This design comes from an exercise in tuning for small area on the open sky130 flow, not from production work. Only simulation tests tie the RTL to the original design; equivalence was not proved. The flow treats the clock pin as an ideal source, which a real chip does not have. Power and IR drop assume default switching activity.

// top
module top(
  input clk,
  input clr,
  input start,
  input day,
  input Wait,
  input display_d,
  input display_w,
  output reg [3:0] an,
  output reg [6:0] seg7,
  output reg over_3_day,
  output reg over_10_day,
  output reg over_10_night,
  output reg dp
);
For scale: about 860 cells after synthesis, ~130 flip-flops, about 22 I/O pins, roughly 0.0079 mm² of cells after synthesis.
Settings: LEC_CHECK=0, CAP_MARGIN=20, CORE_MARGIN=2, CORE_UTILIZATION=65, SLEW_MARGIN=20; clock period 10.0 ns.
standard.sh (not shown) runs the stock make flow with config.mk's settings and CLKGATE_MAP_FILE= SYNTH_SCRIPT=/design/flow/synth_recipe.tcl, a recipe that flattens the netlist after the stock synthesis.
==> flow/flow/run.sh <==
#!/bin/bash
# Standard layout (the standard.sh, standard synthesis), with two changes:
# port buffers use the smallest buffer cell, and clock tree synthesis inserts
# no dummy loads. Each tool's full output goes to the ORFS logs; make's own
# output goes to flow_make.log in this folder.
set -euo pipefail
CTS="-sink_clustering_enable -repair_clock_nets -dont_use_dummy_load"
CTS="$CTS -buf_list sky130_fd_sc_hd__clkbuf_4 -sink_clustering_size 40 -sink_clustering_max_diameter 100"
bash standard.sh "CTS_ARGS=$CTS" "BUFFER_PORTS_ARGS=-buffer_cell sky130_fd_sc_hd__buf_1" finish > flow_make.log 2>&1
The starting point went through all stages and came out clean.
==> next run, changes <==
==> flow/flow/run.sh (replaced) <==
#!/bin/bash
# Standard layout (the standard.sh, standard synthesis), with these changes:
# port buffers use the smallest buffer cell, clock tree synthesis inserts no
# dummy loads, and after global routing non-critical gates are downsized
# (ORFS's power recovery). Each tool's full output goes to the ORFS logs;
# make's own output goes to flow_make.log in this folder.
set -euo pipefail
CTS="-sink_clustering_enable -repair_clock_nets -dont_use_dummy_load"
CTS="$CTS -buf_list sky130_fd_sc_hd__clkbuf_4 -sink_clustering_size 40 -sink_clustering_max_diameter 100"
bash standard.sh "CTS_ARGS=$CTS" "BUFFER_PORTS_ARGS=-buffer_cell sky130_fd_sc_hd__buf_1" \
  RECOVER_POWER=100 finish > flow_make.log 2>&1
After rerunning: Now the flow finished with max-capacitance violations, max-slew violations left. Setup slack loses 470 ps. Global-route usage stays the same. Clock-buffer cell count stays the same. Total power fell slightly. Routed wire length rose slightly.
==> next run, changes <==
==> flow/run.sh (new file) <==
#!/bin/bash
# synth_recipe.tcl (not shown) runs the flow's synth.tcl, then flattens the netlist and writes it again
# the make line also repeats each setting of config.mk as NAME=value (left out here)
make -C /OpenROAD-flow-scripts/flow DESIGN_CONFIG=/design/flow/config.mk WORK_HOME=/design/flow/orfs CLKGATE_MAP_FILE= SYNTH_SCRIPT=/design/flow/synth_recipe.tcl finish
Settings changed: CORE_UTILIZATION 65 to 40.
removed: flow/flow/run.sh
removed: flow/standard.sh
After rerunning: With this change the flow completed without violations; setup slack is worse by 180 ps; non-clock buffer count does not change; fmax falls by about 2.6%.
==> next run, changes <==
Settings changed: CTS_BUF_LIST set to sky130_fd_sc_hd__clkbuf_4, CTS_CLUSTER_DIAMETER set to 100, CTS_CLUSTER_SIZE set to 40.
The new run finished with timing, DRC and antenna clean.
Hold slack is better by 9.0 ps.
Total power is lower by 18%.
First-iteration DRC count grows by 4.2%.
Non-clock buffer count stays the same.
Wire length went up by 0.31%.
Global-route usage barely changes.
Via count grows by 0.85%.
Die area stays the same.
Setup slack loses 19 ps.

* * *

Another version of the RTL of top (not shown whole).
Size: roughly 650 cells after synthesis, about 130 flip-flops, about 22 I/O pins, about 7000 sq um of cells after synthesis.
export LEC_CHECK = 0
export CAP_MARGIN = 20
export CORE_MARGIN = 2
export CORE_UTILIZATION = 65
export SLEW_MARGIN = 20
create_clock -name core_clock -period 10.0 [get_ports {clk}]
==> flow/flow/run.sh <==
#!/bin/bash
# Standard layout (the standard.sh, standard synthesis), with these changes:
# port buffers use the smallest buffer cell; clock tree synthesis uses
# clkbuf_4 and no dummy loads, and afterwards (flow/post_cts.tcl) upsizes the
# clock buffers that drive 10 or more clock pins. Each tool's full output goes
# to the ORFS logs; make's own output goes to flow_make.log in this folder.
set -euo pipefail
CTS="-sink_clustering_enable -repair_clock_nets -dont_use_dummy_load"
CTS="$CTS -buf_list sky130_fd_sc_hd__clkbuf_4 -sink_clustering_size 40 -sink_clustering_max_diameter 100"
bash standard.sh "CTS_ARGS=$CTS" "BUFFER_PORTS_ARGS=-buffer_cell sky130_fd_sc_hd__buf_1" \
  "POST_CTS_TCL=$PWD/flow/post_cts.tcl" finish > flow_make.log 2>&1
==> flow/flow/post_cts.tcl <==
set block [ord::get_db_block]
set changed 0
foreach inst [$block getInsts] {
  if {[[$inst getMaster] getName] ne "sky130_fd_sc_hd__clkbuf_4"} { continue }
  foreach it [$inst getITerms] {
    if {![$it isOutputSignal]} { continue }
    set net [$it getNet]
    if {$net eq "NULL"} { continue }
    set fo [expr {[llength [$net getITerms]] - 1}]
    if {$fo >= 10} {
      puts "post_cts: [$inst getName] drives $fo pins, upsized to clkbuf_8"
      replace_cell [$inst getName] sky130_fd_sc_hd__clkbuf_8
      incr changed
    }
  }
}
if {$changed > 0} {
  detailed_placement
  check_placement -verbose
}
Edit:
==> flow/flow/run.sh (replaced) <==
#!/bin/bash
# Standard layout (the standard.sh, standard synthesis), with two changes:
# port buffers use the smallest buffer cell, and clock tree synthesis inserts
# no dummy loads. Each tool's full output goes to the ORFS logs; make's own
# output goes to flow_make.log in this folder.
set -euo pipefail
CTS="-sink_clustering_enable -repair_clock_nets -dont_use_dummy_load"
CTS="$CTS -buf_list sky130_fd_sc_hd__clkbuf_8 -sink_clustering_size 20 -sink_clustering_max_diameter 80"
bash standard.sh "CTS_ARGS=$CTS" "BUFFER_PORTS_ARGS=-buffer_cell sky130_fd_sc_hd__buf_1" finish > flow_make.log 2>&1
removed: flow/flow/post_cts.tcl
Outcome:
- setup slack is better by 6.1 ps
- non-clock buffer count stays the same
- final cell count is unchanged
- power climbs by 7.7%
- utilization is higher by 0.90 points
- routed wire length went up by 0.90%
- sequential cell count does not change
- critical path depth stays the same

## separate check: timing with driven ports
The flow's constraints put no driver on any port. The routed layouts listed below were extracted and timed again, unchanged, in two steps. Step 1 assumes that a clkbuf_16 drives the clock port and a buf_2 every other input. Step 2 moves the port delays by t, midway between the first and last clock arrival at a register: inputs arrive t later, outputs are due t later. That takes back most of the time a late clock gives input paths. Three values: ideal ports, drivers, drivers and shift; two values: the first two.
run	t, ns	slack for setup (ns)	worst hold slack (ns)	worst setup path at the end	latest minus earliest clock arrival (ns)
the first run of note 1	0.573	3.938 / 3.905 / 3.905	0.457 / 0.457 / 0.457	input to output	0.032 / 0.032
the second run of note 1	0.579	3.470 / 3.484 / 2.905	0.458 / 0.458 / 0.458	input, reset recovery	0.032 / 0.031
the third run of note 1	0.462	3.293 / 3.254 / 3.254	0.446 / 0.446 / 0.446	input to output	0.010 / 0.010
the fourth run of note 1	0.599	3.274 / 3.234 / 3.234	0.455 / 0.455 / 0.455	input to output	0.016 / 0.015
the first run of note 2	0.442	3.354 / 3.354 / 3.354	0.474 / 0.474 / 0.474	register to register	0.021 / 0.022
the second run of note 2	0.472	3.360 / 3.360 / 3.360	0.470 / 0.470 / 0.470	register to register	0.024 / 0.024
For the second run of note 1, which loses most, drivers alone change the setup slack by +0.014 ns; drivers and shift together by -0.565 ns. The worst setup slack also covers recovery checks on asynchronous resets.
